Background: an optimization exercise with open tools, aiming at a short achievable clock period and few clock cycles. Do not read the settings as production practice.
At most, simulation tests tie the RTL to the original design; equivalence was not proved.
No functional check of the RTL was part of runs 1 and 2.
In run 4 the design's own scripts or RTL, not TritonCTS, make the clock network.
No driver is modelled on the clock port, so clock power and skew are understated where the tree is cut down; a real chip needs a root buffer or a tree.
No activity file was given, so power comes from the tool's default toggle rates.

==> design/flow/design.v <==
module zoom_coproc(
    input             clk,
    input             rst,
    input      [2:0]  INSTRUCTION,
    input      [7:0]  DATA_IN,
    input      [16:0] MEM_ADDR,
    input             SEL_MEM,
    input             ENABLE,
    output reg [7:0]  DATA_OUT,
    output reg        FLAG_DONE,
    output reg        FLAG_ERROR,
    output            FLAG_ZOOM_MAX,
    output            FLAG_ZOOM_MIN,
    output     [16:0] mem1_rdaddr,
    input      [7:0]  mem1_q,
    output     [16:0] mem1_wraddr,
    output     [7:0]  mem1_wdata,
    output            mem1_wren,
    output     [16:0] mem2_wraddr,
    output     [7:0]  mem2_wdata,
    output            mem2_wren,
    output     [16:0] mem3_rdaddr,
    input      [7:0]  mem3_q,
    output     [16:0] mem3_wraddr,
    output     [7:0]  mem3_wdata,
    output            mem3_wren
);
    localparam REFRESH_SCREEN = 3'b000, LOAD = 3'b001, STORE = 3'b010, NHI_ALG = 3'b011;
    localparam PR_ALG = 3'b100, BA_ALG = 3'b101, NH_ALG = 3'b110, RESET_INST = 3'b111;
    localparam K_DATA = 2'd0, K_AVG = 2'd1, K_ZERO = 2'd2, K_FIX = 2'd3;
    localparam D_NONE = 2'd0, D_LOAD = 2'd1, D_ACC = 2'd2;
    reg        en_prev;
    reg        busy;
    reg [2:0]  cz;             
    reg        zmax, zmin;
    reg        zs;             
    assign FLAG_ZOOM_MAX = zmax;
    assign FLAG_ZOOM_MIN = zmin;
    always @(posedge clk) en_prev <= ENABLE;
    wire issue   = !busy && !ENABLE && en_prev;
    wire i_store = (INSTRUCTION == STORE);
    wire i_noop  = ((INSTRUCTION == NHI_ALG || INSTRUCTION == PR_ALG) && zmax) ||
                   ((INSTRUCTION == BA_ALG  || INSTRUCTION == NH_ALG) && zmin);
    reg        issue_q;
    reg [2:0]  ins_q;
    reg        sel_q;
    reg        aerr_q;
    reg [16:0] m1_wa;
    reg [7:0]  m1_wd;
    reg        m1_we;
    assign mem1_wraddr = m1_wa;
    assign mem1_wdata  = m1_wd;
    assign mem1_wren   = m1_we;
    always @(posedge clk) begin
        m1_wa <= MEM_ADDR;
        m1_wd <= DATA_IN;
        if (!busy) begin
            ins_q  <= INSTRUCTION;
            sel_q  <= SEL_MEM;
            aerr_q <= (MEM_ADDR > 17'd76799);
        end
    end
    reg        eng;         
    reg [1:0]  st;          
    reg        run;         
    reg        m_copy, m_nhi, m_pr, m_nh, m_ba;
    reg [2:0]  nz;
    reg        z_full, z_empty;    
    reg [2:0]  zlev;               
    reg [1:0]  ld_cnt;
    reg        ld_act;
    wire [2:0] czp1 = cz + 3'd1;
    wire [2:0] czm1 = cz - 3'd1;
    reg [1:0]  c_s;             
    reg [8:0]  c_bx;            
    reg [7:0]  c_by;
    reg [1:0]  c_k;             
    reg [8:0]  c_ix0;           
    reg [7:0]  c_iy0;
    reg [8:0]  c_iend_m1;       
    reg [8:0]  c_iend_last_m1;  
    reg [7:0]  c_jend_m1;       
    reg        c_sub4;          
    reg [8:0]  c_zx0, c_zx1m1, c_zskip_from_m1, c_zskip_to;
    reg [7:0]  c_zy0, c_zy1m1, c_ziy0m1, c_ziy1;
    reg        in_act;
    reg [1:0]  sub;
    reg        sub_last;
    reg [8:0]  gi, gim1;
    reg [7:0]  gj, gjm1;
    reg        gi_zero, gj_zero, gj_last, i_last;
    reg [8:0]  wxi;
    reg [7:0]  wyi;
    reg        z_act;
    reg [8:0]  zx;
    reg [7:0]  zy;
    reg        z_inrow, z_lastrow, z_rowend, z_atskip;
    wire in_last  = sub_last && i_last && gj_last;
    wire in_wr    = !m_ba || sub_last;
    wire use_in   = run && in_act && in_wr;
    wire use_z    = run && !use_in && z_act;
    wire z_last   = z_rowend && z_lastrow;
    wire done_tok = run && !in_act && !z_act;
    always @(posedge clk) begin
        if (rst) begin
            busy       <= 1'b0;
            FLAG_DONE  <= 1'b1;
            FLAG_ERROR <= 1'b0;
            DATA_OUT   <= 8'd0;
            cz         <= 3'd4;
            zmax       <= 1'b0;
            zmin       <= 1'b0;
            zs         <= 1'b0;
            issue_q    <= 1'b0;
            m1_we      <= 1'b0;
            eng        <= 1'b0;
            st         <= 2'd0;
            run        <= 1'b0;
            ld_act     <= 1'b0;
        end else begin
            issue_q <= issue;
            m1_we   <= issue && i_store;
            if (issue) begin
                FLAG_DONE <= i_noop;
                busy      <= !i_noop;
            end
            if (issue_q) begin
                case (ins_q)
                    LOAD: begin
                        if (aerr_q) FLAG_ERROR <= 1'b1;
                        ld_act <= 1'b1;
                    end
                    STORE: begin
                        if (aerr_q) FLAG_ERROR <= 1'b1;
                        FLAG_DONE <= 1'b1;
                        busy      <= 1'b0;
                    end
                    default: if (busy) begin
                        eng <= 1'b1;
                        st  <= 2'd1;
                        if (ins_q == RESET_INST) FLAG_ERROR <= 1'b0;
                    end
                endcase
            end
            if (ld_act && ld_cnt == 2'd1) begin
                DATA_OUT  <= sel_q ? mem3_q : mem1_q;
                FLAG_DONE <= 1'b1;
                busy      <= 1'b0;
                ld_act    <= 1'b0;
            end
            if (st == 2'd1) st <= 2'd2;
            if (st == 2'd2) begin st <= 2'd0; run <= 1'b1; end
            if (done_tok) run <= 1'b0;
            if (wf_done) begin
                FLAG_DONE <= 1'b1;
                busy      <= 1'b0;
                eng       <= 1'b0;
                cz        <= nz;
                zmax      <= (nz == 3'd7);
                zmin      <= (nz == 3'd1);
                zs        <= m_nh || m_ba;
            end
        end
    end
    always @(posedge clk) begin
        ld_cnt <= ld_act ? ld_cnt + 2'd1 : 2'd0;
    end
    always @(posedge clk) begin
        if (issue_q) begin
            m_copy <= 1'b0; m_nhi <= 1'b0; m_pr <= 1'b0; m_nh <= 1'b0; m_ba <= 1'b0;
            z_full  <= !zs;
            z_empty <= 1'b0;
            zlev    <= cz;
            case (ins_q)
                REFRESH_SCREEN: begin m_copy <= 1'b1; nz <= cz; end
                RESET_INST:     begin m_copy <= 1'b1; nz <= 3'd4; end
                NH_ALG, BA_ALG: begin
                    nz <= czm1;
                    if (cz == 3'd5) m_copy <= 1'b1;
                    else if (cz <= 3'd4) begin
                        if (ins_q == NH_ALG) m_nh <= 1'b1; else m_ba <= 1'b1;
                    end else begin
                        if (ins_q == NH_ALG) m_nhi <= 1'b1; else m_pr <= 1'b1;
                    end
                end
                default: begin  
                    nz <= czp1;
                    if (cz == 3'd3) m_copy <= 1'b1;
                    else if (cz >= 3'd4) begin
                        if (ins_q == NHI_ALG) m_nhi <= 1'b1; else m_pr <= 1'b1;
                    end else begin
                        if (ins_q == NHI_ALG) m_nh <= 1'b1; else m_ba <= 1'b1;
                        z_empty <= zs;  
                    end
                end
            endcase
        end
    end
    always @(posedge clk) begin
        if (st == 2'd1) begin
            case (nz)
                3'd6:    begin c_s <= 2'd2; c_bx <= 9'd120; c_by <= 8'd90;  end
                3'd7:    begin c_s <= 2'd3; c_bx <= 9'd140; c_by <= 8'd105; end
                default: begin c_s <= 2'd1; c_bx <= 9'd80;  c_by <= 8'd60;  end
            endcase
            case (nz)
                3'd2:    c_k <= 2'd2;
                3'd1:    c_k <= 2'd3;
                default: c_k <= 2'd1;
            endcase
            c_sub4 <= m_pr || m_ba;
            if (m_pr) begin
                c_ix0 <= 9'd0; c_iy0 <= 8'd0;
                c_iend_m1 <= 9'd158; c_iend_last_m1 <= 9'd117; c_jend_m1 <= 8'd119;
            end else if (m_nh || m_ba) begin
                case (nz)
                    3'd2:    begin c_ix0 <= 9'd120; c_iy0 <= 8'd90;  c_iend_m1 <= 9'd78;  c_iend_last_m1 <= 9'd78;  c_jend_m1 <= 8'd58;  end
                    3'd1:    begin c_ix0 <= 9'd140; c_iy0 <= 8'd105; c_iend_m1 <= 9'd38;  c_iend_last_m1 <= 9'd38;  c_jend_m1 <= 8'd28;  end
                    default: begin c_ix0 <= 9'd80;  c_iy0 <= 8'd60;  c_iend_m1 <= 9'd158; c_iend_last_m1 <= 9'd158; c_jend_m1 <= 8'd118; end
                endcase
            end else begin
                c_ix0 <= 9'd0; c_iy0 <= 8'd0;
                c_iend_m1 <= 9'd318; c_iend_last_m1 <= 9'd318; c_jend_m1 <= 8'd238;
            end
            case (nz)
                3'd2:    begin c_zskip_from_m1 <= 9'd118; c_zskip_to <= 9'd200; c_ziy0m1 <= 8'd89;  c_ziy1 <= 8'd149; end
                3'd1:    begin c_zskip_from_m1 <= 9'd138; c_zskip_to <= 9'd180; c_ziy0m1 <= 8'd104; c_ziy1 <= 8'd134; end
                default: begin c_zskip_from_m1 <= 9'd78;  c_zskip_to <= 9'd240; c_ziy0m1 <= 8'd59;  c_ziy1 <= 8'd179; end
            endcase
            if (z_full) begin
                c_zx0 <= 9'd0; c_zx1m1 <= 9'd318; c_zy0 <= 8'd0; c_zy1m1 <= 8'd238;
            end else begin
                case (zlev)
                    3'd2:    begin c_zx0 <= 9'd120; c_zx1m1 <= 9'd198; c_zy0 <= 8'd90;  c_zy1m1 <= 8'd148; end
                    3'd1:    begin c_zx0 <= 9'd140; c_zx1m1 <= 9'd178; c_zy0 <= 8'd105; c_zy1m1 <= 8'd133; end
                    default: begin c_zx0 <= 9'd80;  c_zx1m1 <= 9'd238; c_zy0 <= 8'd60;  c_zy1m1 <= 8'd178; end
                endcase
            end
        end
    end
    always @(posedge clk) begin
        if (rst) begin
            in_act <= 1'b0;
            z_act  <= 1'b0;
        end else if (st == 2'd2) begin
            in_act <= 1'b1;
            z_act  <= (m_nh || m_ba) && !z_empty;
        end else if (run) begin
            if (in_act && in_last) in_act <= 1'b0;
            if (use_z && z_last) z_act <= 1'b0;
        end
    end
    always @(posedge clk) begin
        if (st == 2'd2) begin
            sub      <= 2'd0;
            sub_last <= !c_sub4;
            gi       <= 9'd0;   gim1 <= 9'h1ff; gi_zero <= 1'b1; i_last <= 1'b0;
            gj       <= 8'd0;   gjm1 <= 8'hff;  gj_zero <= 1'b1; gj_last <= 1'b0;
            wxi      <= c_ix0;
            wyi      <= c_iy0;
            zx       <= c_zx0;
            zy       <= c_zy0;
            z_inrow  <= 1'b0;
            z_lastrow <= 1'b0;
            z_rowend <= 1'b0;
            z_atskip <= 1'b0;
        end else begin
            if (in_act) begin
                if (!sub_last) begin
                    sub      <= sub + 2'd1;
                    sub_last <= (sub == 2'd2);
                end else begin
                    sub      <= 2'd0;
                    sub_last <= !c_sub4;
                    if (!i_last) begin
                        gi <= gi + 9'd1; gim1 <= gi; gi_zero <= 1'b0;
                        wxi <= wxi + 9'd1;
                        i_last <= (gi == (gj_last ? c_iend_last_m1 : c_iend_m1));
                    end else begin
                        gi <= 9'd0; gim1 <= 9'h1ff; gi_zero <= 1'b1;
                        wxi <= c_ix0;
                        i_last <= 1'b0;
                        gj <= gj + 8'd1; gjm1 <= gj; gj_zero <= 1'b0;
                        wyi <= wyi + 8'd1;
                        gj_last <= (gj == c_jend_m1);
                    end
                end
            end
            if (use_z) begin
                if (z_rowend) begin
                    zx <= c_zx0;
                    zy <= zy + 8'd1;
                    z_lastrow <= (zy == c_zy1m1);
                    if (zy == c_ziy0m1) z_inrow <= 1'b1;
                    else if (zy == c_ziy1) z_inrow <= 1'b0;
                    z_rowend <= 1'b0;
                    z_atskip <= 1'b0;
                end else if (z_atskip) begin
                    zx <= c_zskip_to;
                    z_rowend <= 1'b0;
                    z_atskip <= 1'b0;
                end else begin
                    zx <= zx + 9'd1;
                    z_rowend <= (zx == c_zx1m1);
                    z_atskip <= z_inrow && (zx == c_zskip_from_m1);
                end
            end
        end
    end
    reg [8:0]  ra_x;
    reg [7:0]  ra_y;
    reg [16:0] rd_addr;
    reg [16:0] r3_addr;
    reg [7:0]  fix_r;
    assign mem1_rdaddr = rd_addr;
    assign mem3_rdaddr = r3_addr;
    wire [9:0] um1x = m_pr ? {gim1, 1'b1} : {1'b0, gim1};
    wire [8:0] um1y = m_pr ? {gjm1, 1'b1} : {1'b0, gjm1};
    reg  [8:0] shx;
    reg  [7:0] shy;
    always @(*) begin
        case (c_s)
            2'd2:    begin shx = um1x[9:2]; shy = um1y[8:2]; end
            2'd3:    begin shx = um1x[9:3]; shy = um1y[8:3]; end
            default: begin shx = um1x[9:1]; shy = um1y[8:1]; end
        endcase
    end
    reg  [8:0] kx;
    reg  [7:0] ky;
    always @(*) begin
        case (c_k)
            2'd2:    begin kx = {gi[6:0], sub[0], 1'b0};  ky = {gj[5:0], sub[1], 1'b0};  end
            2'd3:    begin kx = {gi[5:0], sub[0], 2'b00}; ky = {gj[4:0], sub[1], 2'b00}; end
            default: begin kx = {gi[7:0], sub[0]};        ky = {gj[6:0], sub[1]};        end
        endcase
    end
    always @(posedge clk) begin
        if (m_nhi || m_pr) begin
            ra_x <= c_bx + (gi_zero ? 9'd0 : shx);
            ra_y <= c_by + (gj_zero ? 8'd0 : shy);
        end else if (m_nh || m_ba) begin
            ra_x <= kx;
            ra_y <= ky;
        end else begin
            ra_x <= gi;
            ra_y <= gj;
        end
        if (eng) begin
            rd_addr <= {{1'b0, ra_y, 2'b00} + {3'b000, ra_y} + {8'd0, ra_x[8:6]}, ra_x[5:0]};
            r3_addr <= 17'd76799;
            fix_r   <= mem3_q;
        end else begin
            rd_addr <= MEM_ADDR;
            r3_addr <= MEM_ADDR;
        end
    end
    reg        wa_v, wb_v, wc_v, wd_v, wf_v;
    reg        wa_done, wb_done, wc_done, wd_done, wf_done;
    reg        wa_w3, wb_w3, wc_w3, wd_w3, wf_w3;
    reg        wa_w2, wb_w2, wc_w2, wd_w2, wf_w2;
    reg [1:0]  wa_kind, wb_kind, wc_kind, wd_kind, wf_kind;
    reg [1:0]  wa_dop, wb_dop, wc_dop, wd_dop, wf_dop;
    reg [8:0]  wa_x;
    reg [7:0]  wa_y;
    reg [16:0] wb_addr, wc_addr, wd_addr, wf_addr;
    reg [7:0]  q1_r;
    reg [9:0]  acc;
    reg [16:0] w_addr;
    reg [7:0]  w_data;
    reg        w3_en, w2_en;
    assign mem3_wraddr = w_addr;
    assign mem3_wdata  = w_data;
    assign mem3_wren   = w3_en;
    assign mem2_wraddr = w_addr;
    assign mem2_wdata  = w_data;
    assign mem2_wren   = w2_en;
    always @(posedge clk) begin
        if (rst) begin
            wa_v <= 1'b0; wb_v <= 1'b0; wc_v <= 1'b0; wd_v <= 1'b0; wf_v <= 1'b0;
            wa_done <= 1'b0; wb_done <= 1'b0; wc_done <= 1'b0; wd_done <= 1'b0; wf_done <= 1'b0;
            w3_en <= 1'b0; w2_en <= 1'b0;
        end else begin
            wa_v    <= use_in || use_z;
            wa_done <= done_tok;
            wb_v <= wa_v; wb_done <= wa_done;
            wc_v <= wb_v; wc_done <= wb_done;
            wd_v <= wc_v; wd_done <= wc_done;
            wf_v <= wd_v; wf_done <= wd_done;
            w3_en <= wf_v && wf_w3;
            w2_en <= wf_v && wf_w2;
        end
    end
    always @(posedge clk) begin
        if (use_in) begin
            if (m_nhi && in_last) begin
                wa_kind <= K_FIX; wa_w3 <= 1'b0; wa_w2 <= 1'b1;
            end else begin
                wa_kind <= m_ba ? K_AVG : K_DATA;
                wa_w3   <= !m_copy;
                wa_w2   <= !(m_pr && gj_last);
            end
            if (m_pr) begin
                wa_x <= {gi[7:0], sub[0]};
                wa_y <= {gj[6:0], sub[1]};
            end else begin
                wa_x <= wxi;
                wa_y <= wyi;
            end
        end else begin
            if (z_full && z_last) begin
                wa_kind <= K_FIX; wa_w3 <= 1'b0; wa_w2 <= 1'b1;
            end else begin
                wa_kind <= K_ZERO; wa_w3 <= 1'b1; wa_w2 <= 1'b1;
            end
            wa_x <= zx;
            wa_y <= zy;
        end
        if (in_act && m_ba)
            wa_dop <= (sub == 2'd0) ? D_LOAD : D_ACC;
        else
            wa_dop <= D_NONE;
        wb_w3 <= wa_w3; wb_w2 <= wa_w2; wb_kind <= wa_kind; wb_dop <= wa_dop;
        wb_addr <= {{1'b0, wa_y, 2'b00} + {3'b000, wa_y} + {8'd0, wa_x[8:6]}, wa_x[5:0]};
        wc_w3 <= wb_w3; wc_w2 <= wb_w2; wc_kind <= wb_kind; wc_dop <= wb_dop; wc_addr <= wb_addr;
        wd_w3 <= wc_w3; wd_w2 <= wc_w2; wd_kind <= wc_kind; wd_dop <= wc_dop; wd_addr <= wc_addr;
        wf_w3 <= wd_w3; wf_w2 <= wd_w2; wf_kind <= wd_kind; wf_dop <= wd_dop; wf_addr <= wd_addr;
    end
    wire [9:0] sum = acc + {2'b00, q1_r};
    always @(posedge clk) begin
        q1_r <= mem1_q;
        if (wf_dop == D_LOAD) acc <= {2'b00, q1_r};
        else if (wf_dop == D_ACC) acc <= sum;
        w_addr <= wf_addr;
        case (wf_kind)
            K_DATA: w_data <= q1_r;
            K_AVG:  w_data <= sum[9:2];
            K_ZERO: w_data <= 8'd0;
            default: w_data <= fix_r;
        endcase
    end
endmodule
==> design/flow/run.sh <==
#!/bin/bash
# synth_recipe.tcl (not shown) runs the flow's synth.tcl, then flattens the netlist and writes it again
# the make line also repeats each setting of config.mk as NAME=value (left out here)
make -C /OpenROAD-flow-scripts/flow DESIGN_CONFIG=/design/flow/config.mk WORK_HOME=/design/flow/orfs CLKGATE_MAP_FILE= SYNTH_SCRIPT=/design/flow/synth_recipe.tcl finish
==> design/flow/config.mk <==
export PLATFORM = sky130hd
export DESIGN_NAME = zoom_coproc
export DESIGN_NICKNAME = zoom_coproc
export VERILOG_FILES = /design/flow/design.v
export SDC_FILE = /design/flow/constraint.sdc
export NUM_CORES = 4
export LEC_CHECK = 0
export ABC_CLOCK_PERIOD_IN_PS = 2000
export CAP_MARGIN = 20
export CORE_MARGIN = 2
export CORE_UTILIZATION = 40
export SETUP_SLACK_MARGIN = 3.8
export SLEW_MARGIN = 20
export TNS_END_PERCENT = 100
==> design/flow/constraint.sdc <==
create_clock -name core_clock -period 6.0 [get_ports {clk}]
set_input_delay 1.2000 -clock core_clock [delete_from_list [all_inputs] [get_ports {clk}]]
set_output_delay 1.2000 -clock core_clock [all_outputs]
set_load 0.01 [all_outputs]
==> impl_metrics.toml, run 1 <==
[routing]
drt_pass1_iterations = 5
dr.first_iter.drc_count = 763
avgRoutedWirePerCell_um = 16.90
drc_errors = 0
ant_nets = 0
finalWirelength_mm = 40.63
vias = 12159
viasPerCell = 5.058

[cts]
clock-root-buffer = "clkbuf_16"
path_clk_slew_ps = 60
cts_tree = "done"
insertion_delay_ps = 590
hold_buffers = 0
htree_levels = 2
cts_sinks = 429
cts_buffers = 47
cts_buffer_depth = 3

[critical_path]
end_kind = "flip-flop"
cp_cell_sequence = "buf_6, nor2b_4, nor2_4, nand2_2, a311oi_2, ha_2, fa_2, a21o_1, a21oi_2, o21bai_1, a21oi_2, xnor2_1, a21oi_1"
crit_fanout = 8
reg2reg_depth = 13
regToRegEndpoint = "ra_x[8]"
critPathKind = "flip-flop to flip-flop"
crit_top_cell = "a21oi_2"
cp_slowest_cell = "edfxtp_1"
r2r_setup_slack_ps = 3210
critical_path.startpoint_type = "flip-flop"
cp_slowest_stage_delay_ps = 530
worstReg2RegStart = "m_pr"
cp.required_ps = 6430
cp.arrival_ps = 3220

[worst_hold_path]
holdPathEnd = "wd_kind[0]"
min_path_cells = 0
hp-class = "flip-flop to flip-flop"
min-delay-start = "wc_kind[0]"

[power_and_ir_drop]
p_leak_nw = 8.738
intPower_mw = 5.076
combPwrFrac = 0.092
ir_drop_mv = 0.2255
power_frac_clock = 0.432
power_mw = 6.672
power_density_mw_per_mm2 = 309.3
p_sw_mw = 1.596
netSwitchingFraction = 0.2392
seqPwrFrac = 0.476

[synthesis]
ys_seq_elements = 429
synth_top_flop_cell = "dfxtp_1"
ys_warn_count = 1
syn_inst = 1631
synth_edf_count = 118
ys_seq_area_frac = 0.5642
syn_area_per_cell_um2 = 10.62
synth-async-reset-ratio = 0
yosysUniqueCellTypes = 72
netlist_area_mm2 = 0.01732
synthesis.nets = 1749

[timing]
slew_headroom = 0.4182
clock.fmax_ghz = 0.3581
hold_violations = 0
grt_setup_unrepaired = "yes"
drv_slew = 0
tightest_slew_ps = 872.7
finalCriticalPeriod_ps = 2793
tns_ps = 0
setup_violations = 0
finalCritPeriodShare = 0.4654
fin_worst_skew_ps = 16.02

[finish]
antenna_cells = 0
final_common_cell = "dfxtp_1"
layout_common_cells = "242 x dfxtp_1, 139 x nand2_1, 118 x edfxtp_1, 107 x nor2_1, 92 x buf_6"
area_growth_pct = 24.56
final_nets = 1898
drive_gt1_frac = 0.2320

[global_route]
grt_pass1_vias = 11816
track_usage = 0.1790
grt_antenna_before_repair = 0
grt_pass1_wl_mm = 63.74
grt_max_degree = 50
grt_overflow = 0

[place]
gp_congestion = 0.8727
numPortBuffers = 171
hpwl_mm = 27.31

[floorplan]
pin_count = 172
dieArea_mm2 = 0.04497
core-area_mm2 = 0.04289
die_w_um = 212.1
start_util = 0.4038
num_rows = 76
die_h_um = 212.1

[outcome]
outcome = "complete, no violations"

[flow_run]
cap_violations = 0
per-stage QoR:
step	hold slack, ps	setup slack (ps)	std cells	area, µm²	util
finish	315.9	3207	2404	21570	0.5029
global route	325.8	3040	2404	21570	0.5029
CTS	306.7	3282	2390	21220	0.4949
detailed placement	312.1	2715	2272	19330	0.4508
global placement	310.8	2869	2272	19330	0.4508
floorplan	309.6	3409	1631	17410	-
worst max-delay path: cells and delay by family (launching register included):
kind	cells	cell delay [ps]
flip-flops	1	530
AO/OA/AOI/OAI	6	750
buffers and inverters	1	190
adder cells (fa/ha/maj)	2	570
AND/OR/NAND/NOR	3	480
XOR/XNOR	1	120
per-layer routing:
| metal | GRT usage | wire length, µm |
|---|---|---|
| met1 | 0.2385 | 18380 |
| met2 | 0.2923 | 19030 |
| met3 | 0.03338 | 2240 |
| met4 | 0.06144 | 988 |
| met5 | 0 | 0 |
area by class of cell:
cell class | instances | area (µm²)
multi-input combinational | 1015 | 7071
tap | 585 | 732.0
clock inverter | 20 | 232.7
sequential | 429 | 9858
inverter | 67 | 251.5
timing repair buffer | 220 | 2097
clock buffer | 68 | 1326
fill | 3839 | 21320
cell families after synthesis:
family          after synthesis  share of synthesized area
fa+ha+maj                    70                    0.05405
simple gates                472                     0.1321
buf+inv                     189                    0.04711
compound gates              302                     0.1114
xor+xnor                    103                    0.05210
flops                       429                     0.5642
mux                          66                    0.03902
flip-flops by register name, indices dropped and copies added, names as in the netlist, 9 cells and up:
signal	cells
m1_wa	17
r3_addr	17
rd_addr	17
w_addr	17
wb_addr	17
wc_addr	17
wd_addr	17
wf_addr	17
acc	10
gi	9
gim1	9
ra_x	9
wa_x	9
wxi	9
zx	9
worst max-delay path by stage:
stage | to | from | slack, ps
floorplan | ra_x[8] | m_pr | 3410
global placement | ra_y[7] | m_pr | 2870
detailed placement | ra_y[7] | m_pr | 2710
CTS | ra_x[8] | m_pr | 3280
global route | ra_y[7] | m_pr | 3040
finish | ra_x[8] | m_pr | 3210
what timing repair did:
item / CTS / global route
setup endpoints to repair: 183 / 177
pin swaps: 36 / 22
endpoints found under the hold margin: 0 / 0
resized for setup: 665 / 57
setup buffers: 27 / 12
cloned: 3 / 0
synth_stat cells, drive strengths merged (3+ instances only):
| library cell | n | area (µm²) |
|---|---|---|
| fa | 8 | 160.2 |
| a211oi | 34 | 260.3 |
| o31ai | 3 | 22.52 |
| o21a | 8 | 60.06 |
| a22o | 5 | 43.79 |
| o21ai | 98 | 490.5 |
| nand3b | 9 | 67.56 |
| a21o | 16 | 120.1 |
| a22oi | 9 | 67.56 |
| clkbuf | 80 | 301.5 |
| or3 | 12 | 75.07 |
| xor2 | 52 | 455.4 |
| nor3b | 3 | 22.52 |
| a21oi | 71 | 355.3 |
| nor2b | 35 | 219.0 |
| nor4 | 5 | 31.28 |
| dfxtp | 311 | 6226 |
| and3 | 22 | 137.6 |
| a311oi | 8 | 70.07 |
| nand2 | 142 | 533.0 |
| buf | 42 | 262.8 |
| ha | 62 | 775.7 |
| a211o | 4 | 35.03 |
| a32oi | 3 | 26.28 |
| a21boi | 3 | 22.52 |
| inv | 67 | 251.5 |
| nand3 | 41 | 205.2 |
| edfxtp | 118 | 3543 |
| xnor2 | 51 | 446.7 |
| nand4 | 12 | 75.07 |
| and2 | 8 | 50.05 |
| mux2 | 12 | 135.1 |
| o211ai | 7 | 52.55 |
| o41ai | 4 | 42.55 |
| mux2i | 54 | 540.5 |
| nor3 | 23 | 115.1 |
| nor2 | 110 | 412.9 |
| or2 | 18 | 112.6 |
| nand2b | 21 | 131.4 |
| o22ai | 4 | 25.02 |
| a31oi | 5 | 31.28 |
power by group through the flow:
stage	logic [mW]	clock network, mW	registers, mW
after floorplan	0.382	0	3.19
after global placement	0.536	0	3.23
final	0.614	2.88	3.17
after detailed placement	0.546	0	3.23
after CTS	0.584	2.97	3.17
after global routing	0.685	3.09	3.18
==> run 2, diff against run 1 <==
--- a/design/flow/config.mk
+++ b/design/flow/config.mk
@@ -6,9 +6,12 @@
 export NUM_CORES = 4
 export LEC_CHECK = 0
-export ABC_CLOCK_PERIOD_IN_PS = 2000
+export ABC_CLOCK_PERIOD_IN_PS = 1800
 export CAP_MARGIN = 20
 export CORE_MARGIN = 2
 export CORE_UTILIZATION = 40
-export SETUP_SLACK_MARGIN = 3.8
+export CTS_BUF_LIST = sky130_fd_sc_hd__clkbuf_16
+export CTS_CLUSTER_DIAMETER = 60
+export CTS_CLUSTER_SIZE = 40
+export SETUP_SLACK_MARGIN = 4.0
 export SLEW_MARGIN = 20
 export TNS_END_PERCENT = 100
==> impl_metrics.toml, run 2 <==
[outcome]
outcome = "complete, no violations"

[global_route]
grt_max_degree = 50
grt_overflow = 0
grt_pass1_wl_mm = 62.29
track_usage = 0.1749
grt_antenna_before_repair = 0
grt_pass1_vias = 11624

[cts]
htree_levels = 2
cts_buffers = 35
path_clk_slew_ps = 100
cts_buffer_depth = 3
cts_sinks = 429
hold_buffers = 0
cts_tree = "done"
insertion_delay_ps = 570
clock-root-buffer = "clkbuf_16"

[synthesis]
ys_warn_count = 1
ys_seq_elements = 429
synthesis.nets = 1749
synth_top_cell_by_area = "dfxtp_1"
synth_top_flop_cell = "dfxtp_1"
ys_seq_area_frac = 0.5642
syn_area_per_cell_um2 = 10.62
synth-async-reset-ratio = 0
yosysMostFrequentCell = "dfxtp_1"
netlist.area_leader.share = 0.3596
ys_top_cells_by_area = "dfxtp_1 36%, edfxtp_1 20%, ha_1 4.5%"
synth_common_cells = "311 x dfxtp_1, 142 x nand2_1, 118 x edfxtp_1"
netlist_area_mm2 = 0.01732
syn_inst = 1631
synth_edf_count = 118
yosysUniqueCellTypes = 72

[power_and_ir_drop]
power_density_mw_per_mm2 = 291.1
power_mw = 6.224
p_leak_nw = 8.649
ir_drop_mv = 0.2325

[place]
place_ws_ps = 2516
place_inst = 2274
gp_congestion = 0.9022
numPortBuffers = 171
hpwl_mm = 27.01

[routing]
avgRoutedWirePerCell_um = 16.74
viasPerCell = 5.079
finalWirelength_mm = 40.06
ant_nets = 0
drc_errors = 0
dr.first_iter.drc_count = 773
drt_pass1_iterations = 5
vias = 12154

[timing]
fin_ws_ps = 3346
clock.fmax_ghz = 0.3768
fin_hold_ws_ps = 322.5
drv_slew = 0
finalCriticalPeriod_ps = 2654
tns_ps = 0
finalCritPeriodShare = 0.4423
tightest_slew_ps = 879.1
setup_violations = 0
slew_headroom = 0.4139
fin_worst_skew_ps = 33.99
hold_violations = 0
grt_setup_unrepaired = "yes"

[finish]
fill_cells = 3864
area_growth_pct = 23.51
layout_common_cells = "248 x dfxtp_1, 139 x nand2_1, 118 x edfxtp_1, 105 x nor2_1, 85 x buf_6"
final_nets = 1901
final_cells = 2393
final_common_cell = "dfxtp_1"
antenna_cells = 0
drive_gt1_frac = 0.2450

[critical_path]
critPathKind = "flip-flop to flip-flop"
cp.required_ps = 6470
cp.arrival_ps = 3130
end_kind = "flip-flop"
critical_path.startpoint_type = "flip-flop"
crit_fanout = 6

[floorplan]
num_rows = 76
die_w_um = 212.1
pin_count = 172
core-area_mm2 = 0.04289
die_h_um = 212.1
start_util = 0.4038
dieArea_mm2 = 0.04497

[worst_hold_path]
hp-class = "flip-flop to flip-flop"

[flow_run]
cap_violations = 0
==> run 2: changes by cell type in the layout (fill, tap and decap cells not counted), sizes merged <==
cell,previous run,this run
clkdlybuf4s50,46,44
buf,172,188
dlygate4sd2,0,2
inv,72,86
clkdlybuf4s15,0,1
bufinv,3,1
nor2,111,110
clkbuf,69,35
clkinv,10,6
clkinvlp,2,1
==> run 2: power breakdown <==
part	internal, mW	total (mW)	switching (mW)
clock	1.21	2.44	1.22
combinational	0.322	0.626	0.304
sequential	3.06	3.16	0.0980
==> run 2: final cells by class <==
cell class / instances / area [µm²] / area share
sequential: 429 / 9848 / 0.4605
multi-input combinational: 1014 / 7193 / 0.3364
timing repair buffer: 236 / 2148 / 0.1005
clock buffer: 35 / 875.8 / 0.04095
tap: 585 / 732.0 / 0.03423
clock inverter: 27 / 336.6 / 0.01574
inverter: 67 / 251.5 / 0.01176
==> run 2: final timing paths <==
kind | to | slack (ps) | cells past startpoint | from
worst max-delay path | ra_y[6] | 3350 | 11 | m_pr
worst min-delay path | w_addr[7] | 320 | 0 | wf_addr[7]
worst min register to register | w_addr[7] | 320 | 0 | wf_addr[7]
worst max register to register | ra_y[6] | 3350 | 11 | m_pr
==> run 2: cells by family after synthesis <==
group,share of synthesized area
AND/OR/NAND/NOR,0.1321
AO/OA/AOI/OAI,0.1114
flip-flops,0.5642
adder cells (fa/ha/maj),0.05405
XOR/XNOR,0.05210
multiplexers,0.03902
buffers and inverters,0.04711
==> run 2: worst max-delay path: stages (launching register included) <==
cell and delay (ps):
edfxtp_1 470, nor2b_4 330, buf_4 170, a22oi_1 100
a311oi_1 310, ha_2 250, inv_2 40, fa_2 370
nor2b_4 130, o41ai_2 80, xor2_1 160, a21oi_1 160
==> run 2: through the flow <==
stage	instance area (µm²)	utilization
after CTS	20950	0.4885
final	21390	0.4987
after global routing	21390	0.4987
after floorplan	17430	-
after detailed placement	19360	0.4515
after global placement	19360	0.4515
==> run 2: what timing repair did <==
action | CTS | global route
gates resized for setup | 661 | 79
pin swaps | 37 | 46
endpoints found under the hold margin | 0 | 0
gates cloned | 2 | 0
setup buffers | 39 | 15
setup endpoints to repair | 207 | 177
==> run 2: per-layer routing <==
| layer | global-route usage | vias to the layer above | share of wire |
|---|---|---|---|
| met5 | 0 | - | 0 |
| met4 | 0.04954 | 0 | 0.021 |
| met2 | 0.2846 | 315 | 0.47 |
| met1 | 0.2387 | 5838 | 0.46 |
| met3 | 0.03146 | 54 | 0.054 |
| li1 | - | 5947 | - |
==> run 3, diff against run 2 <==
--- a/design/flow/design.v
+++ b/design/flow/design.v
@@ -152,5 +152,5 @@
             if (st == 2'd2) begin st <= 2'd0; run <= 1'b1; end
             if (done_tok) run <= 1'b0;
-            if (wf_done) begin
+            if (wg_done) begin
                 FLAG_DONE <= 1'b1;
                 busy      <= 1'b0;
@@ -308,6 +308,9 @@
         end
     end
-    reg [8:0]  ra_x;
-    reg [7:0]  ra_y;
+    reg [8:0]  ra_offx, rb_x, rc_x;
+    reg [7:0]  ra_offy, rb_y;
+    reg [10:0] rc_y5;
+    reg [8:0]  c_rbx;           
+    reg [7:0]  c_rby;
     reg [16:0] rd_addr;
     reg [16:0] r3_addr;
@@ -336,16 +339,24 @@
     end
     always @(posedge clk) begin
+        if (st == 2'd2) begin
+            c_rbx <= (m_nhi || m_pr) ? c_bx : 9'd0;
+            c_rby <= (m_nhi || m_pr) ? c_by : 8'd0;
+        end
         if (m_nhi || m_pr) begin
-            ra_x <= c_bx + (gi_zero ? 9'd0 : shx);
-            ra_y <= c_by + (gj_zero ? 8'd0 : shy);
+            ra_offx <= gi_zero ? 9'd0 : shx;
+            ra_offy <= gj_zero ? 8'd0 : shy;
         end else if (m_nh || m_ba) begin
-            ra_x <= kx;
-            ra_y <= ky;
+            ra_offx <= kx;
+            ra_offy <= ky;
         end else begin
-            ra_x <= gi;
-            ra_y <= gj;
+            ra_offx <= gi;
+            ra_offy <= gj;
         end
+        rb_x <= c_rbx + ra_offx;
+        rb_y <= c_rby + ra_offy;
+        rc_y5 <= {1'b0, rb_y, 2'b00} + {3'b000, rb_y};
+        rc_x  <= rb_x;
         if (eng) begin
-            rd_addr <= {{1'b0, ra_y, 2'b00} + {3'b000, ra_y} + {8'd0, ra_x[8:6]}, ra_x[5:0]};
+            rd_addr <= {rc_y5 + {8'd0, rc_x[8:6]}, rc_x[5:0]};
             r3_addr <= 17'd76799;
             fix_r   <= mem3_q;
@@ -355,13 +366,14 @@
         end
     end
-    reg        wa_v, wb_v, wc_v, wd_v, wf_v;
-    reg        wa_done, wb_done, wc_done, wd_done, wf_done;
-    reg        wa_w3, wb_w3, wc_w3, wd_w3, wf_w3;
-    reg        wa_w2, wb_w2, wc_w2, wd_w2, wf_w2;
-    reg [1:0]  wa_kind, wb_kind, wc_kind, wd_kind, wf_kind;
-    reg [1:0]  wa_dop, wb_dop, wc_dop, wd_dop, wf_dop;
-    reg [8:0]  wa_x;
+    reg        wa_v, wb_v, wc_v, wd_v, we_v, wf_v, wg_v;
+    reg        wa_done, wb_done, wc_done, wd_done, we_done, wf_done, wg_done;
+    reg        wa_w3, wb_w3, wc_w3, wd_w3, we_w3, wf_w3, wg_w3;
+    reg        wa_w2, wb_w2, wc_w2, wd_w2, we_w2, wf_w2, wg_w2;
+    reg [1:0]  wa_kind, wb_kind, wc_kind, wd_kind, we_kind, wf_kind, wg_kind;
+    reg [1:0]  wa_dop, wb_dop, wc_dop, wd_dop, we_dop, wf_dop, wg_dop;
+    reg [8:0]  wa_x, wb_x;
     reg [7:0]  wa_y;
-    reg [16:0] wb_addr, wc_addr, wd_addr, wf_addr;
+    reg [10:0] wb_y5;
+    reg [16:0] wc_addr, wd_addr, we_addr, wf_addr, wg_addr;
     reg [7:0]  q1_r;
     reg [9:0]  acc;
@@ -377,6 +389,6 @@
     always @(posedge clk) begin
         if (rst) begin
-            wa_v <= 1'b0; wb_v <= 1'b0; wc_v <= 1'b0; wd_v <= 1'b0; wf_v <= 1'b0;
-            wa_done <= 1'b0; wb_done <= 1'b0; wc_done <= 1'b0; wd_done <= 1'b0; wf_done <= 1'b0;
+            wa_v <= 1'b0; wb_v <= 1'b0; wc_v <= 1'b0; wd_v <= 1'b0; we_v <= 1'b0; wf_v <= 1'b0; wg_v <= 1'b0;
+            wa_done <= 1'b0; wb_done <= 1'b0; wc_done <= 1'b0; wd_done <= 1'b0; we_done <= 1'b0; wf_done <= 1'b0; wg_done <= 1'b0;
             w3_en <= 1'b0; w2_en <= 1'b0;
         end else begin
@@ -386,7 +398,9 @@
             wc_v <= wb_v; wc_done <= wb_done;
             wd_v <= wc_v; wd_done <= wc_done;
-            wf_v <= wd_v; wf_done <= wd_done;
-            w3_en <= wf_v && wf_w3;
-            w2_en <= wf_v && wf_w2;
+            we_v <= wd_v; we_done <= wd_done;
+            wf_v <= we_v; wf_done <= we_done;
+            wg_v <= wf_v; wg_done <= wf_done;
+            w3_en <= wg_v && wg_w3;
+            w2_en <= wg_v && wg_w2;
         end
     end
@@ -421,16 +435,20 @@
             wa_dop <= D_NONE;
         wb_w3 <= wa_w3; wb_w2 <= wa_w2; wb_kind <= wa_kind; wb_dop <= wa_dop;
-        wb_addr <= {{1'b0, wa_y, 2'b00} + {3'b000, wa_y} + {8'd0, wa_x[8:6]}, wa_x[5:0]};
-        wc_w3 <= wb_w3; wc_w2 <= wb_w2; wc_kind <= wb_kind; wc_dop <= wb_dop; wc_addr <= wb_addr;
+        wb_x  <= wa_x;
+        wb_y5 <= {1'b0, wa_y, 2'b00} + {3'b000, wa_y};
+        wc_w3 <= wb_w3; wc_w2 <= wb_w2; wc_kind <= wb_kind; wc_dop <= wb_dop;
+        wc_addr <= {wb_y5 + {8'd0, wb_x[8:6]}, wb_x[5:0]};
         wd_w3 <= wc_w3; wd_w2 <= wc_w2; wd_kind <= wc_kind; wd_dop <= wc_dop; wd_addr <= wc_addr;
-        wf_w3 <= wd_w3; wf_w2 <= wd_w2; wf_kind <= wd_kind; wf_dop <= wd_dop; wf_addr <= wd_addr;
+        we_w3 <= wd_w3; we_w2 <= wd_w2; we_kind <= wd_kind; we_dop <= wd_dop; we_addr <= wd_addr;
+        wf_w3 <= we_w3; wf_w2 <= we_w2; wf_kind <= we_kind; wf_dop <= we_dop; wf_addr <= we_addr;
+        wg_w3 <= wf_w3; wg_w2 <= wf_w2; wg_kind <= wf_kind; wg_dop <= wf_dop; wg_addr <= wf_addr;
     end
     wire [9:0] sum = acc + {2'b00, q1_r};
     always @(posedge clk) begin
         q1_r <= mem1_q;
-        if (wf_dop == D_LOAD) acc <= {2'b00, q1_r};
-        else if (wf_dop == D_ACC) acc <= sum;
-        w_addr <= wf_addr;
-        case (wf_kind)
+        if (wg_dop == D_LOAD) acc <= {2'b00, q1_r};
+        else if (wg_dop == D_ACC) acc <= sum;
+        w_addr <= wg_addr;
+        case (wg_kind)
             K_DATA: w_data <= q1_r;
             K_AVG:  w_data <= sum[9:2];
--- a/design/flow/config.mk
+++ b/design/flow/config.mk
@@ -10,7 +10,4 @@
 export CORE_MARGIN = 2
 export CORE_UTILIZATION = 40
-export CTS_BUF_LIST = sky130_fd_sc_hd__clkbuf_16
-export CTS_CLUSTER_DIAMETER = 60
-export CTS_CLUSTER_SIZE = 40
 export SETUP_SLACK_MARGIN = 4.0
 export SLEW_MARGIN = 20
==> impl_metrics.toml, run 3 <==
[routing]
avgRoutedWirePerCell_um = 16.72
dr.first_iter.drc_count = 832
finalWirelength_mm = 43.45
ant_nets = 0
drc_errors = 0
viasPerCell = 5.020
drt_pass1_iterations = 5
vias = 13046

[critical_path]
critical_path.startpoint_type = "flip-flop"
critPathKind = "flip-flop to output port"
cp.required_ps = 4800
worst-path-buf-inv = 1
crit_fanout = 2
end_kind = "output port"
cp_slowest_stage_delay_ps = 360
cp_top_family = "flip-flops"
worstReg2RegStart = "c_rby[4]"
cp.arrival_ps = 1060
crit_start = "DATA_OUT[2]"
cp_slowest_cell = "dfxtp_2"
cp_cell_sequence = "buf_6"

[cts]
cts_buffer_depth = 3
path_clk_slew_ps = 60
insertion_delay_ps = 610
clock-root-buffer = "clkbuf_16"
cts_tree = "done"
htree_levels = 2
cts_sinks = 526
cts_buffers = 54

[synthesis]
synth-async-reset-ratio = 0
synth_top_flop_cell = "dfxtp_1"
yosysMostFrequentCell = "dfxtp_1"
synth_common_cells = "401 x dfxtp_1, 138 x nor2_1, 128 x nand2_1"
ys_warn_count = 1
ys_seq_elements = 526
ys_seq_area_frac = 0.6019
syn_area_per_cell_um2 = 10.90
synth_edf_count = 125
ys_top_cells_by_area = "dfxtp_1 41%, edfxtp_1 19%, ha_1 3.3%"
syn_inst = 1796
synthesis.nets = 1903
netlist_area_mm2 = 0.01957
yosysUniqueCellTypes = 68
synth_top_cell_by_area = "dfxtp_1"
netlist.area_leader.share = 0.4102

[timing]
hold_violations = 0
drv_slew = 0
grt_setup_unrepaired = "yes"
setup_violations = 0
fin_hold_ws_ps = 319.0
fin_worst_skew_ps = 16.39
tns_ps = 0
slew_headroom = 0.4343
clock.fmax_ghz = 0.4416
finalCritPeriodShare = 0.3775
finalCriticalPeriod_ps = 2265
tightest_slew_ps = 846.8

[floorplan]
pin_count = 172
die_h_um = 225.2
num_rows = 81
core-area_mm2 = 0.04865
die_w_um = 225.2
dieArea_mm2 = 0.05072
start_util = 0.4023

[finish]
fill_cells = 4361
drive_gt1_frac = 0.1968
final_nets = 2038
area_growth_pct = 21.86
antenna_cells = 0
final_common_cell = "dfxtp_1"
utilization = 0.4903
layout_common_cells = "324 x dfxtp_1, 137 x nor2_1, 125 x nand2_1, 125 x edfxtp_1, 105 x o21ai_0"

[place]
numPortBuffers = 171
gp_congestion = 0.8274
hpwl_mm = 30.15

[global_route]
grt_overflow = 0
grt_max_degree = 52
grt_pass1_vias = 12422
track_usage = 0.1694
grt_antenna_before_repair = 0
grt_pass1_wl_mm = 67.88

[power_and_ir_drop]
ir_drop_mv = 0.2069
p_leak_nw = 9.583
power_density_mw_per_mm2 = 332.4

[worst_hold_path]
min-delay-start = "we_addr[14]"
hp-class = "flip-flop to flip-flop"

[flow_run]
cap_violations = 0

[outcome]
outcome = "complete, no violations"
## run 3: changes by cell type in the layout (fill, tap and decap cells not counted), moves of 14 or more
cell / previous run / this run
dfxtp_1: 248 / 324
nor2_1: 105 / 137
buf_4: 52 / 22
o21ai_0: 81 / 105
clkbuf_16: 35 / 57
nand3_1: 41 / 61
buf_2: 48 / 30
o22ai_1: 3 / 19
inv_1: 58 / 72
nand2_1: 139 / 125
xnor2_1: 47 / 61
## run 3: final cells by class
| class | instances | area (µm²) | area share |
|---|---|---|---|
| tap | 622 | 778.2 | 0.03263 |
| sequential | 526 | 11880 | 0.4981 |
| inverter | 73 | 274.0 | 0.01149 |
| timing repair buffer | 199 | 1936 | 0.08116 |
| clock buffer | 78 | 1595 | 0.06689 |
| clock inverter | 24 | 257.7 | 0.01081 |
| multi-input combinational | 1077 | 7129 | 0.2989 |
## run 3: worst reg2reg max path, delay by kind of cell (launching register included)
kind / cells / cell delay (ps)
AOI/OAI and AO/OA: 2 / 430
xor gates and xnor gates: 1 / 150
adders and majority gates: 1 / 360
DFF: 1 / 500
and+or+nand+nor: 2 / 360
## run 3: metal layers
layer  vias to the layer above  track usage  wire, µm
li1                       6433            -         -
met1                      6244       0.2297     19770
met2                       304       0.2764     20290
met3                        65      0.03286      2513
met4                         0      0.04657       870
met5                         -            0         0
## run 3: what timing repair did
item | in CTS | in global routing
resized for setup | 656 | 82
endpoints found under the setup margin | 193 | 201
hold buffers | 0 | 0
buffers inserted | 11 | 9
pin swaps | 2 | 8
## run 3: metrics by stage
| step | cell area, µm² | setup WS [ps] | std cells | power, mW |
|---|---|---|---|---|
| after floorplan | 19580 | 3979 | 1796 | 4.349 |
| after global placement | 21570 | 3367 | 2477 | 4.568 |
| after detailed placement | 21570 | 3313 | 2477 | 4.586 |
| after CTS | 23480 | 3692 | 2590 | 8.001 |
| after global routing | 23850 | 3684 | 2599 | 8.257 |
| final | 23850 | 3735 | 2599 | 7.928 |
## run 3: path summary, 6_finish.rpt
kind	slack, ps	endpoint	depth (start not counted)
hold / removal	320	wf_addr[14]	0
setup / recovery	3740	DATA_OUT[2]	1
hold reg to reg	320	wf_addr[14]	0
setup reg to reg	4060	rb_y[7]	6
## run 3: cell families after synthesis
logic type                 after synthesis  synth area share
DFF                                    526            0.6019
adders and majority gates               59           0.04078
muxes                                   63           0.03311
and+or+nand+nor                        527            0.1321
buffers and inverters                  193           0.04257
AOI/OAI and AO/OA                      310           0.09672
xor gates and xnor gates               118           0.05280
## run 3: power by group
group	switching, mW	internal, mW	total [mW]
Clock	1.40	1.99	3.40
Combinational	0.301	0.303	0.604
Sequential	0.139	3.79	3.93
Total	1.84	6.09	7.93
Testbench counts of run 3, summed over its fixed seeds: cycles 6,516,036.
==> run 4, diff against run 3 <==
==> design/flow/flow/run.sh (new file) <==
#!/bin/bash
# Own layout flow: the standard flow (standard.sh), except that the clock
# tree is built by flow/mcts.tcl instead of TritonCTS: the clock port drives 4
# clkbuf_16, each drives a group of leaf clkbuf_16, each leaf a compact,
# balanced cluster of about 27 flip-flops (two buffer levels, small skew).
# The rest of the CTS step (placement legalisation, timing repair) is ORFS's.
# Each step's full output goes to its own log file in this folder.
set -euo pipefail
W=$(pwd)
bash standard.sh synth > log_1_synth.txt 2>&1
bash standard.sh floorplan place > log_2_floorplan_place.txt 2>&1
rm -rf "$W/scripts_mcts"
cp -r "$FLOW_HOME/scripts" "$W/scripts_mcts"
python3 - "$W" > log_3_patch.txt 2>&1 <<'PY'
import sys
w = sys.argv[1]
p = w + '/scripts_mcts/cts.tcl'
s = open(p).read()
old = 'log_cmd clock_tree_synthesis {*}$cts_args'
assert old in s
s = s.replace(old, 'source %s/flow/mcts.tcl\n'
                   'mcts_build clk 30 4 sky130_fd_sc_hd__clkbuf_16\n'
                   'global_connect\n'
                   'set_propagated_clock [all_clocks]' % w)
open(p, 'w').write(s)
print('patched', p)
PY
SCRIPTS_DIR="$W/scripts_mcts" bash standard.sh cts > log_4_cts.txt 2>&1
bash standard.sh finish > log_5_finish.txt 2>&1
==> design/flow/flow/mcts.tcl (new file) <==
# Manual two-level clock tree: the clock port drives NL1 first-level
# clkbuf_16 buffers, each drives a group of leaf clkbuf_16 buffers, each leaf
# drives a compact cluster of flip-flop clock pins. Clusters are made by
# recursive median bisection of the sink positions, so they are balanced.

proc mcts_split {pts maxn} {
  # pts: list of {x y item}; returns list of clusters (lists of pts)
  if {[llength $pts] <= $maxn} { return [list $pts] }
  set xs {}; set ys {}
  foreach p $pts { lappend xs [lindex $p 0]; lappend ys [lindex $p 1] }
  set xr [expr {[tcl::mathfunc::max {*}$xs] - [tcl::mathfunc::min {*}$xs]}]
  set yr [expr {[tcl::mathfunc::max {*}$ys] - [tcl::mathfunc::min {*}$ys]}]
  set idx [expr {$xr >= $yr ? 0 : 1}]
  set s [lsort -real -index $idx $pts]
  set h [expr {[llength $s] / 2}]
  return [concat [mcts_split [lrange $s 0 [expr {$h - 1}]] $maxn] [mcts_split [lrange $s $h end] $maxn]]
}

proc mcts_split_n {pts n} {
  # split pts into n (power of two) balanced groups
  if {$n <= 1} { return [list $pts] }
  set xs {}; set ys {}
  foreach p $pts { lappend xs [lindex $p 0]; lappend ys [lindex $p 1] }
  set xr [expr {[tcl::mathfunc::max {*}$xs] - [tcl::mathfunc::min {*}$xs]}]
  set yr [expr {[tcl::mathfunc::max {*}$ys] - [tcl::mathfunc::min {*}$ys]}]
  set idx [expr {$xr >= $yr ? 0 : 1}]
  set s [lsort -real -index $idx $pts]
  set h [expr {[llength $s] / 2}]
  set m [expr {$n / 2}]
  return [concat [mcts_split_n [lrange $s 0 [expr {$h - 1}]] $m] [mcts_split_n [lrange $s $h end] $m]]
}

proc mcts_centroid {pts} {
  set sx 0.0; set sy 0.0
  foreach p $pts { set sx [expr {$sx + [lindex $p 0]}]; set sy [expr {$sy + [lindex $p 1]}] }
  set n [llength $pts]
  return [list [expr {int($sx / $n)}] [expr {int($sy / $n)}]]
}

proc mcts_build {clkport leafmax nl1 bufname} {
  set db [ord::get_db]
  set block [ord::get_db_block]
  set master [$db findMaster $bufname]
  set bt [$block findBTerm $clkport]
  set clknet [$bt getNet]
  set pts {}
  foreach it [$clknet getITerms] {
    set inst [$it getInst]
    set bb [$inst getBBox]
    set x [expr {([$bb xMin] + [$bb xMax]) / 2}]
    set y [expr {([$bb yMin] + [$bb yMax]) / 2}]
    lappend pts [list $x $y $it]
  }
  set clusters [mcts_split $pts $leafmax]
  # round the number of leaves to a multiple of nl1 by grouping
  set leaves {}
  set li 0
  foreach c $clusters {
    set cen [mcts_centroid $c]
    set name "mcts_leaf_$li"
    set inst [odb::dbInst_create $block $master $name]
    $inst setLocation [lindex $cen 0] [lindex $cen 1]
    $inst setPlacementStatus PLACED
    set net [odb::dbNet_create $block "mcts_leafnet_$li"]
    $net setSigType CLOCK
    [$inst findITerm X] connect $net
    foreach p $c {
      set it [lindex $p 2]
      $it disconnect
      $it connect $net
    }
    lappend leaves [list [lindex $cen 0] [lindex $cen 1] $inst]
    incr li
  }
  set groups [mcts_split_n $leaves $nl1]
  set gi 0
  foreach g $groups {
    set cen [mcts_centroid $g]
    set name "mcts_l1_$gi"
    set inst [odb::dbInst_create $block $master $name]
    $inst setLocation [lindex $cen 0] [lindex $cen 1]
    $inst setPlacementStatus PLACED
    set net [odb::dbNet_create $block "mcts_l1net_$gi"]
    $net setSigType CLOCK
    [$inst findITerm X] connect $net
    [$inst findITerm A] connect $clknet
    foreach p $g {
      [[lindex $p 2] findITerm A] connect $net
    }
    incr gi
  }
  $clknet setSigType CLOCK
  puts "MCTS leaves [llength $leaves] l1 [llength $groups] sinks [llength $pts]"
}
==> design/flow/standard.sh (new file) <==
#!/bin/bash
# synth_recipe.tcl (not shown) runs the flow's synth.tcl, then flattens the netlist and writes it again
# the make line also repeats each setting of config.mk as NAME=value (left out here)
make -C /OpenROAD-flow-scripts/flow DESIGN_CONFIG=/design/flow/config.mk WORK_HOME=/design/flow/orfs CLKGATE_MAP_FILE= SYNTH_SCRIPT=/design/flow/synth_recipe.tcl "${@:-finish}"
removed: design/flow/run.sh
==> impl_metrics.toml, run 4 <==
[outcome]
outcome = "complete, no violations"

[synthesis]
netlist_area_mm2 = 0.01957
synth_top_cell_by_area = "dfxtp_1"
netlist.area_leader.share = 0.4102
synth_top_flop_cell = "dfxtp_1"
synth_common_cells = "401 x dfxtp_1, 138 x nor2_1, 128 x nand2_1"
ys_warn_count = 1
ys_seq_area_frac = 0.6019
synthesis.nets = 1903
yosysMostFrequentCell = "dfxtp_1"
synth-async-reset-ratio = 0
syn_area_per_cell_um2 = 10.90
yosysUniqueCellTypes = 68
ys_seq_elements = 526
syn_inst = 1796
synth_edf_count = 125
ys_top_cells_by_area = "dfxtp_1 41%, edfxtp_1 19%, ha_1 3.3%"

[place]
hpwl_mm = 30.15
place_inst = 2477
numPortBuffers = 171
gp_congestion = 0.8274
place_ws_ps = 3313
dpl_cell_area_mm2 = 0.02157

[power_and_ir_drop]
ir_drop_mv = 0.1501
power_frac_clock = 0.322
netSwitchingFraction = 0.2289
p_sw_mw = 1.531
intPower_mw = 5.157
p_leak_nw = 9.152
combPwrFrac = 0.091
power_density_mw_per_mm2 = 291.2
seqPwrFrac = 0.587

[timing]
hold_violations = 0
drv_slew = 0
grt_setup_unrepaired = "yes"
tns_ps = 0
finalCritPeriodShare = 0.3397
clock.fmax_ghz = 0.4906
fin_ws_ps = 3962
setup_violations = 0
slew_headroom = 0.4537
finalCriticalPeriod_ps = 2038
tightest_slew_ps = 819.4
fin_worst_skew_ps = 32.11

[routing]
finalWirelength_mm = 42.95
met2_length_mm = 20.16
wl_met1_mm = 19.84
avgRoutedWirePerCell_um = 16.96
drc_errors = 0
dr.first_iter.drc_count = 890
vias = 12819
ant_nets = 0
top_layer = "met4"
drt_pass1_iterations = 5
viasPerCell = 5.061
dr_wl_met3_mm = 2.167

[worst_hold_path]
min_path_cells = 0
hp-class = "flip-flop to flip-flop"

[critical_path]
critPathKind = "flip-flop to output port"
r2r_setup_slack_ps = 4050
reg2reg_depth = 6
cp_cell_sequence = "buf_6"
cp.required_ps = 4800
end_kind = "output port"
critical_path_cell_count = 1
cp_slowest_cell = "dfxtp_2"
cp.arrival_ps = 840
worst-path-buf-inv = 1
crit_fanout = 2
cp_slowest_stage_delay_ps = 370
cp_top_family = "flip-flops"
critical_path.startpoint_type = "flip-flop"

[global_route]
grt_pass1_vias = 12217
track_usage = 0.1645
grt_pass1_wl_mm = 67.37
grt_max_degree = 52
grt_overflow = 0
grt_antenna_before_repair = 1

[finish]
drive_gt1_frac = 0.1821
design_area_mm2 = 0.02297
multi_input_area_mm2 = 0.007158
antenna_cells = 0
area_growth_pct = 17.34
layout_common_cells = "322 x dfxtp_1, 137 x nor2_1, 125 x nand2_1, 125 x edfxtp_1, 106 x o21ai_0"
fill_cells = 4439
final_cells = 2533
final_nets = 2020
seq_area_mm2 = 0.01188
final_common_cell = "dfxtp_1"

[floorplan]
dieArea_mm2 = 0.05072
pin_count = 172
core-area_mm2 = 0.04865
die_w_um = 225.2
start_util = 0.4023
die_h_um = 225.2
num_rows = 81

[cts]
insertion_delay_ps = 380
hold_buffers = 0
path_clk_slew_ps = 70

[flow_run]
cap_violations = 0
==> run 4: cell families after synthesis <==
logic type      after synthesis  share of synthesized area
compound gates              310                    0.09672
xor+xnor                    118                    0.05280
fa+ha+maj                    59                    0.04078
buf+inv                     193                    0.04257
flops                       526                     0.6019
mux                          63                    0.03311
simple gates                527                     0.1321
==> run 4: per-stage QoR <==
| step | utilization | hold slack (ps) | power [mW] |
|---|---|---|---|
| after floorplan | - | 309.6 | 4.349 |
| after global placement | 0.4434 | 310.1 | 4.568 |
| after detailed placement | 0.4434 | 312.1 | 4.586 |
| after CTS | 0.4645 | 322.8 | 6.731 |
| after global routing | 0.4721 | 329.7 | 6.975 |
| final | 0.4721 | 319.5 | 6.688 |
==> run 4: final cells by class <==
type                    count  area share
inverters                  73     0.01193
plain buffers              36     0.03922
multi-input cells        1077      0.3117
well taps                 622     0.03389
flip-flops and latches    526      0.5173
repair buffers            199     0.08602
==> run 4: power by group through the flow <==
stage | sequential (mW) | clock (mW) | combinational (mW)
after global placement | 4.00 | 0 | 0.568
after CTS | 3.92 | 2.22 | 0.587
after floorplan | 3.96 | 0 | 0.392
after global routing | 3.95 | 2.34 | 0.688
after detailed placement | 4.00 | 0 | 0.581
final | 3.93 | 2.15 | 0.611
==> run 4: path summary, 6_finish.rpt <==
path,start,to
max,DATA_OUT[3],DATA_OUT[3]
min,wf_kind[0],wg_kind[0]
max reg2reg,c_rby[4],rb_y[7]
min reg2reg,wf_kind[0],wg_kind[0]
==> run 4: what timing repair did <==
item,4_1_cts,5_1_grt
pin swaps,3,11
gates cloned,1,0
setup endpoints to repair,204,192
buffers inserted,10,9
gates resized for setup,667,90
==> run 4: layer usage <==
layer	track usage	up-vias
met2	0.2752	337
met4	0.02948	0
li1	-	6359
met3	0.01538	52
met5	0	-
met1	0.2341	6071
==> run 4: worst reg2reg max path, cell delays in order, from the launching register on <==
cell      delay (ps)
edfxtp_1         500
ha_2             360
and3_1           190
a221o_1          330
nor3_1           190
o21bai_1         110
xor2_1           150

==> afterwards: timing with drivers on the ports <==
The flow's constraints put no driver on any port. The routed layouts listed below were extracted and timed again, unchanged, in two steps. Step 1: set_driving_cell puts a clkbuf_16 on clk and a buf_2 on each other input, an assumption about the parent block. Step 2, shift: input delay + t, output delay - t, t = (earliest + latest rising clock arrival at the registers) / 2. This alone moves slack from input paths to output paths. Three values: no drivers, after step 1, after step 2; two values: the first two.
run	t (ns)	setup slack, ns	hold slack, ns	worst slew at a driven data input, ns
run 1	0.633	3.207 / 3.207 / 3.207	0.316 / 0.316 / 0.316	0.05
run 2	0.601	3.346 / 3.346 / 3.346	0.322 / 0.322 / 0.322	0.05
run 3	0.655	3.735 / 3.679 / 3.437	0.319 / 0.319 / 0.319	0.08
run 4	0.477	3.962 / 3.843 / 3.638	0.320 / 0.320 / 0.320	0.07
After both steps every run listed still meets setup and hold. For run 4, which loses most, drivers alone change the setup slack by -0.119 ns; drivers and shift together by -0.324 ns.
